From an optimization exercise on the open Yosys and OpenROAD flow, aimed at small area; shortcuts taken in it are not production practice.
Function was checked by simulation only, so behaviour that the tests miss may differ from the original.
Power figures rest on the tool's default switching activity, not on a simulated workload.

## flow/config.mk

```make
export PLATFORM = sky130hd
export DESIGN_NAME = my_chip
export DESIGN_NICKNAME = my_chip
export VERILOG_FILES = /design/flow/design.v
export SDC_FILE = /design/flow/constraint.sdc
export NUM_CORES = 4
export LEC_CHECK = 0
export CAP_MARGIN = 20
export CORE_MARGIN = 2
export CORE_UTILIZATION = 40
export SLEW_MARGIN = 20
```

## flow/constraint.sdc

```tcl
create_clock -name core_clock -period 20.0 [get_ports {clock}]
set_input_delay 4.0000 -clock core_clock [delete_from_list [all_inputs] [get_ports {clock}]]
set_output_delay 4.0000 -clock core_clock [all_outputs]
set_load 0.01 [all_outputs]
```

## flow/design.v

```verilog
`default_nettype none
module TopChip (
	input wire clock,
	input wire reset,
	input wire [11:0] io_in,
	output wire [11:0] io_out
);
	reg [6:0] mv_h, mv_s;
	reg cf_h, cf_s, sp_h, sp_s, pvp_h, pvp_s, ng_h, ng_s;
	always @(posedge clock) begin
		mv_h <= io_in[6:0];
		mv_s <= mv_h;
		cf_h <= io_in[7];
		cf_s <= cf_h;
		sp_h <= io_in[8];
		sp_s <= sp_h;
		pvp_h <= io_in[9];
		pvp_s <= pvp_h;
		ng_h <= io_in[10];
		ng_s <= ng_h;
	end
	reg cp;
	always @(posedge clock)
		if (reset)
			cp <= 1'b0;
		else
			cp <= sp_s;
	reg c_pulse, c_lock;
	reg [12:0] dcnt;
	wire d_done = ~cf_s & (dcnt >= 13'd6250);
	always @(posedge clock) begin
		if (reset) begin
			c_pulse <= 1'b0;
			c_lock <= 1'b0;
		end
		else begin
			c_pulse <= ~c_pulse & ~c_lock & cf_s;
			c_lock <= c_pulse | (c_lock & ~d_done);
		end
		dcnt <= c_lock ? dcnt + 13'd1 : 13'd0;
	end
	reg [48:0] bd;
	wire [6:0] full;
	genvar gc;
	generate
		for (gc = 0; gc < 7; gc = gc + 1) begin : g_full
			assign full[gc] = bd[7 * gc + 6];
		end
	endgenerate
	reg [3:0] lf;
	always @(posedge clock)
		if (reset)
			lf <= 4'b1001;
		else
			lf <= {lf[2:0], lf[3] ^ lf[2]};
	wire x21 = lf[2] ^ lf[1];
	wire [6:0] rnd = {x21, lf[2], lf[3], lf[3] ^ x21, lf[0], lf[2], lf[3] ^ lf[1]};
	wire [6:0] want = rnd & ~full & {7{sp_s}};
	wire [6:0] bsel;
	assign bsel[3] = want[3];
	assign bsel[4] = want[4] & ~want[3];
	assign bsel[2] = want[2] & ~(want[3] | want[4]);
	assign bsel[5] = want[5] & ~(want[3] | want[4] | want[2]);
	assign bsel[1] = want[1] & ~(want[3] | want[4] | want[2] | want[5]);
	assign bsel[6] = want[6] & ~(want[3] | want[4] | want[2] | want[5] | want[1]);
	assign bsel[0] = want[0] & ~(want[3] | want[4] | want[2] | want[5] | want[1] | want[6]);
	reg b1, b2;
	reg [12:0] tcnt;
	wire t_done = ~sp_s & (tcnt >= 13'd6250);
	always @(posedge clock) begin
		if (reset) begin
			b1 <= 1'b0;
			b2 <= 1'b0;
		end
		else begin
			b1 <= ~b1 & ~b2 & (|want);
			b2 <= b1 | (b2 & ~t_done);
		end
		tcnt <= b2 ? tcnt + 13'd1 : 13'd0;
	end
	wire human = ~cp | pvp_s;
	wire [6:0] mvec = human ? mv_s : bsel;
	wire conf = human ? c_pulse : b1;
	reg m_any, m_multi;
	integer i;
	always @(*) begin
		m_any = 1'b0;
		m_multi = 1'b0;
		for (i = 0; i < 7; i = i + 1) begin
			m_multi = m_multi | (m_any & mvec[i]);
			m_any = m_any | mvec[i];
		end
	end
	wire do_move = conf & m_any & ~m_multi;
	reg [48:0] bd_push;
	integer c, b;
	reg above;
	always @(*) begin
		bd_push = bd;
		for (c = 0; c < 7; c = c + 1) begin
			above = 1'b0;
			for (b = 6; b >= 0; b = b - 1) begin
				if (mvec[c] & ~bd[7 * c + 6] & ~above) begin
					if (bd[7 * c + b])
						bd_push[7 * c + b] = cp;
					else if (b > 0)
						bd_push[7 * c + b] = bd[7 * c + ((b > 0) ? b - 1 : 0)];
				end
				above = above | bd[7 * c + b];
			end
		end
	end
	always @(posedge clock)
		if (reset | ng_s)
			bd <= {7{7'b0000001}};
		else if (do_move)
			bd <= bd_push;
	reg [6:0] hm;
	reg [3:0] hk;
	reg [6:0] vn;
	reg [2:0] vj;
	wire eol = (hk == 4'd9) & (hm == 7'd35);
	always @(posedge clock)
		if (reset) begin
			hm <= 7'd0;
			hk <= 4'd0;
			vn <= 7'd0;
			vj <= 3'd0;
		end
		else begin
			if (eol) begin
				hm <= 7'd0;
				hk <= 4'd0;
			end
			else if (hm == 7'd84) begin
				hm <= 7'd0;
				hk <= hk + 4'd1;
			end
			else
				hm <= hm + 7'd1;
			if (eol) begin
				if (vj == 3'd7) begin
					vn <= 7'd0;
					vj <= 3'd0;
				end
				else if (vn == 7'd74) begin
					vn <= 7'd0;
					vj <= vj + 3'd1;
				end
				else
					vn <= vn + 7'd1;
			end
		end
	wire hsync = ~(((hk == 4'd7) & (hm >= 7'd62)) | ((hk == 4'd8) & (hm <= 7'd72)));
	wire vsync = ~((vj == 3'd6) & ((vn == 7'd41) | (vn == 7'd42)));
	wire valid = ((hk < 4'd7) | ((hk == 4'd7) & (hm < 7'd45))) &
	             ((vj < 3'd6) | ((vj == 3'd6) & (vn < 7'd30)));
	wire is_board = (hm < 7'd45) | (vn < 7'd30);
	reg [6:0] w;
	always @(*)
		case (hk[2:0])
			3'd0: w = bd[6:0];
			3'd1: w = bd[13:7];
			3'd2: w = bd[20:14];
			3'd3: w = bd[27:21];
			3'd4: w = bd[34:28];
			3'd5: w = bd[41:35];
			default: w = bd[48:42];
		endcase
	reg occ, p2;
	always @(*)
		case (vj)
			3'd0: begin occ = w[6]; p2 = w[5]; end
			3'd1: begin occ = |w[6:5]; p2 = w[4]; end
			3'd2: begin occ = |w[6:4]; p2 = w[3]; end
			3'd3: begin occ = |w[6:3]; p2 = w[2]; end
			3'd4: begin occ = |w[6:2]; p2 = w[1]; end
			default: begin occ = |w[6:1]; p2 = w[0]; end
		endcase
	wire red = ~is_board & occ;
	wire green = red & p2;
	assign io_out[0] = vsync;
	assign io_out[1] = hsync;
	assign io_out[2] = valid;
	assign io_out[3] = 1'b0;
	assign io_out[5:4] = {2{red}};
	assign io_out[7:6] = {2{green}};
	assign io_out[9:8] = {2{is_board}};
	assign io_out[11:10] = 2'b00;
endmodule
`default_nettype none
module my_chip (
    input logic [11:0] io_in,  
    output logic [11:0] io_out,  
    input logic clock,
    input logic reset  
);
    TopChip top_i (.clock(clock), .reset(reset), .io_in(io_in), .io_out(io_out));
endmodule
```

## flow/run.sh

```bash
#!/bin/bash
# synth_recipe.tcl (not shown) runs the flow's synth.tcl, then flattens the netlist and writes it again
# the make line also repeats each setting of config.mk as NAME=value (left out here)
make -C /OpenROAD-flow-scripts/flow DESIGN_CONFIG=/design/flow/config.mk WORK_HOME=/design/flow/orfs CLKGATE_MAP_FILE= SYNTH_SCRIPT=/design/flow/synth_recipe.tcl finish
```

==> summary.txt <==
==> final cells by class <==
class                      count  area [um2]  share of cell area
inverter                      41         154              0.0213
clock buffer                  18         439              0.0608
sequential                   127        2540               0.352
tap                          211         264              0.0366
timing repair buffer          24         233              0.0322
multi-input combinational    503        3400               0.471
clock inverter                13         189              0.0262
==> placed cells by master (no fill, tap or decap), types with 6 or more instances in the layout <==
| cell type | instances |
|---|---|
| xnor2_1 | 21 |
| inv_1 | 40 |
| nand2_1 | 40 |
| nand3_1 | 26 |
| nand4_1 | 17 |
| clkbuf_16 | 17 |
| or4_1 | 6 |
| nor4_1 | 14 |
| mux2i_1 | 6 |
| xor2_1 | 14 |
| a31oi_1 | 20 |
| ha_1 | 20 |
| a211oi_1 | 7 |
| and2_1 | 20 |
| nand2b_1 | 14 |
| nor2_1 | 52 |
| or3_1 | 11 |
| dfxtp_1 | 127 |
| o31ai_1 | 11 |
| nor3_1 | 10 |
| a21oi_1 | 30 |
| a311oi_1 | 8 |
| o21ai_0 | 15 |
| o311ai_0 | 6 |
| clkdlybuf4s50_1 | 21 |
| nor2b_1 | 16 |
==> cells in the mapped netlist, drive strengths merged (6+ instances only) <==
cell | n | area, um2
dfxtp | 127 | 2540
nor2 | 52 | 195
inv | 40 | 150
nand2 | 40 | 150
a21oi | 30 | 150
nand3 | 26 | 130
clkbuf | 24 | 90.1
buf | 21 | 145
xnor2 | 21 | 184
a31oi | 20 | 125
and2 | 20 | 125
ha | 20 | 250
o21ai | 20 | 100
nand4 | 18 | 119
nor2b | 16 | 100
nand2b | 14 | 87.6
nor4 | 14 | 87.6
xor2 | 14 | 123
nor3 | 11 | 60.1
o31ai | 11 | 82.6
or3 | 11 | 68.8
a311oi | 9 | 85.1
a211oi | 7 | 52.6
or4 | 7 | 56.3
mux2i | 6 | 60.1
o311ai | 6 | 52.6
or2 | 6 | 37.5
==> through the flow <==
stage / hold WS (ns) / instance area (um2) / instances
3_5_place_dp: 0.312 / 6590 / 906
2_1_floorplan: 0.310 / 6330 / 716
4_1_cts: 0.326 / 7220 / 937
5_1_grt: 0.333 / 7220 / 937
6_report: 0.326 / 7220 / 937
3_3_place_gp: 0.311 / 6590 / 906
==> worst max-delay path, stage by stage, from the launching register on <==
cell	delay [ns]
dfxtp_1	0.85
inv_1	0.35
ha_1	0.45
a32o_1	0.26
a221oi_1	0.32
a31oi_1	0.14
a222oi_1	0.40
nor2_1	0.06
a2111oi_0	0.37
a211oi_1	0.14
clkdlybuf4s50_1	0.51
==> logic make-up (layout without fill, tap and decap cells) <==
kind of cell             after synthesis  after routing
AND/OR/NAND/NOR                      263            263
flip-flops                           127            127
adder cells (fa/ha/maj)               20             20
other                                  1              3
AO/OA/AOI/OAI                        171            171
XOR/XNOR                              36             36
multiplexers                          10             10
buffers and inverters                 86             96
==> flip-flops by register name (all words and copies together) (netlist names), 4 cells and up <==
name / flops
top_i.mv_s: 7
top_i.hm: 7
top_i.dcnt: 13
top_i.hk: 4
top_i.lf: 4
top_i.mv_h: 7
top_i.bd: 49
top_i.vn: 7
top_i.tcnt: 13
==> worst max path at each step <==
| stage | slack (ns) | to | from | cells after the start |
|---|---|---|---|---|
| 5_1_grt | 11.47 | io_out[6] | top_i.hk[2] | 10 |
| 4_1_cts | 11.72 | io_out[7] | top_i.hk[2] | 10 |
| 6_report | 11.72 | io_out[7] | top_i.hk[2] | 10 |
| 2_1_floorplan | 13.08 | io_out[6] | top_i.hk[2] | 13 |
| 3_3_place_gp | 12.18 | io_out[6] | top_i.hk[2] | 10 |
| 3_5_place_dp | 12.19 | io_out[7] | top_i.hk[2] | 10 |
==> power groups by stage <==
stage / logic, mW / registers, mW / clock network [mW]
3_3_place_gp: 0.0270 / 0.269 / 0
2_1_floorplan: 0.0230 / 0.266 / 0
6_report: 0.0280 / 0.264 / 0.329
3_5_place_dp: 0.0275 / 0.269 / 0
4_1_cts: 0.0277 / 0.264 / 0.336
5_1_grt: 0.0310 / 0.264 / 0.349
==> layer usage <==
layer,vias to the layer above,global-route usage,share of wire
met4,0,0.0607,0.013
met5,-,0,0
met2,129,0.278,0.45
li1,2603,-,-
met1,2479,0.250,0.49
met3,12,0.0414,0.049
==> impl_metrics.ini <==
[outcome]
outcome = no timing/DRC/antenna violations

[sta]
final_max_slew_viol_count = 0
timing.fmax_ghz = 0.121
tightest_slew_ns = 1.14
rsz0062_at_grt = false
finalCritPeriodShare = 0.414
slew_headroom = 0.234
final-hold-violation-count = 0
fin_tns_setup_ns = 0
finalCriticalPeriod_ns = 8.28
setup_ws_ns = 11.72
setup_viol = 0
clock_skew_ns = 0.00927

[power]
power_leakage_nw = 2.59
p_comb_frac = 0.045
p_per_area_nw_per_um2 = 86.0
peakVddDrop_mv = 0.0572
p_sw_mw = 0.140
p_int_mw = 0.481
p_clk_frac = 0.530
power_frac_seq = 0.425
switching_share = 0.225
total_power_mw = 0.621

[yosys]
synth.distinct_cells = 78
synthFlopType = dfxtp_1
muxShareOfSynthArea = 0.0166
syn_inst = 714
synth_top_family_by_area = simple AND/OR/NAND/NOR gates
ys_ff_latch = 127
synth_edf_count = 0
synth_compound_area_frac = 0.198
ys_seq_area_frac = 0.402
async_flop_share = 0
synthesis.area_um2 = 6320
yosysWarnings = 1
synthAdderAreaFrac = 0.0396
synth.avg_cell_area_um2 = 8.86
synth-xor-area-share = 0.0522
synthSimpleGateAreaFrac = 0.230

[routing]
drc = 0
wirelength_um = 14600
vias = 5223
ant_nets = 0
wire_per_inst_um = 15.5
viasPerCell = 5.57
dr.pass1.iters = 5
drtIter0Drc = 474

[worst_hold_path]
holdPathStages = 0
hp-start = top_i.pvp_h
hold_class = flip-flop to flip-flop
holdPathEnd = top_i.pvp_s

[clock_network]
insertion_delay_ns = 0.41
cts_hold_buffers = 0
cts_resized = 0
clock-sinks = 127
post_cts_buffers = 0
cts.htree.levels = 4
clkSlewWorstSetupHoldPaths_ns = 0.06
cts_tree = built
numCtsBuffers = 17
cts_root_buf = clkbuf_16
clk_path_buf_depth = 2

[worst_setup_path]
worstSetupPathType = flip-flop to output pin
rrSetupSlack_ns = 16.13
arrival_ns = 4.28
r2r_cells = 7
regToRegStartpoint = top_i.cp
cp_data_required_time_ns = 16.00
cp-start-kind = flip-flop
reg2reg_to = top_i.bd[8]
crit_fanout = 21
end_kind = output pin

[job]
maxCapViolCount = 0

[placed_design]
post-place-ws_ns = 12.19
gp_congestion = 0.865
hpwl_um = 9940
portBuffers = 21

[floorplan]
initial_core_util = 0.413
fp.coreArea_um2 = 15300
die_h_um = 130
die_area_um2 = 16800
io_pins = 26
die_width_um = 130
rows = 45

[cells_and_area]
drive_above_1_share = 0.0799
area_growth_syn_to_layout_pct = 14.2
fin_nets = 748
final_util = 0.472
diodes = 0
fillers = 1443

[global_routing]
grt_pass1_wl_um = 24000
grt_max_degree = 34
grt_antenna_before_repair = 0
grt_pass1_vias = 4821
globalRouteOverflowTotal = 0
track_usage = 0.180

afterwards: timing with drivers on the ports:
The results above use ideal ports. As a check the final layout listed here was re-extracted and re-timed, cells and wires unchanged. Step 1 (the two cells are an assumption about what drives the block):
set clk [get_ports {clock}]
set_driving_cell -lib_cell sky130_fd_sc_hd__clkbuf_16 $clk
set_driving_cell -lib_cell sky130_fd_sc_hd__buf_2 [delete_from_list [all_inputs] $clk]
Step 2, shift: input delay + t, output delay - t, t = (earliest + latest rising clock arrival at the registers) / 2. This alone moves slack from input paths to output paths. Slacks: ideal ports / drivers / drivers and shift; pairs: ideal ports / drivers.
t (ns): 0.450
setup slack, ns: 11.722 / 11.682 / 12.132
worst hold slack (ns): 0.326 / 0.326 / 0.326
slew at the worst register clock pin (ns): 0.06 / 0.06
After both steps setup and hold are still met in this run. The setup slack of this run moves by -0.040 ns with the drivers and by +0.410 ns with both steps.
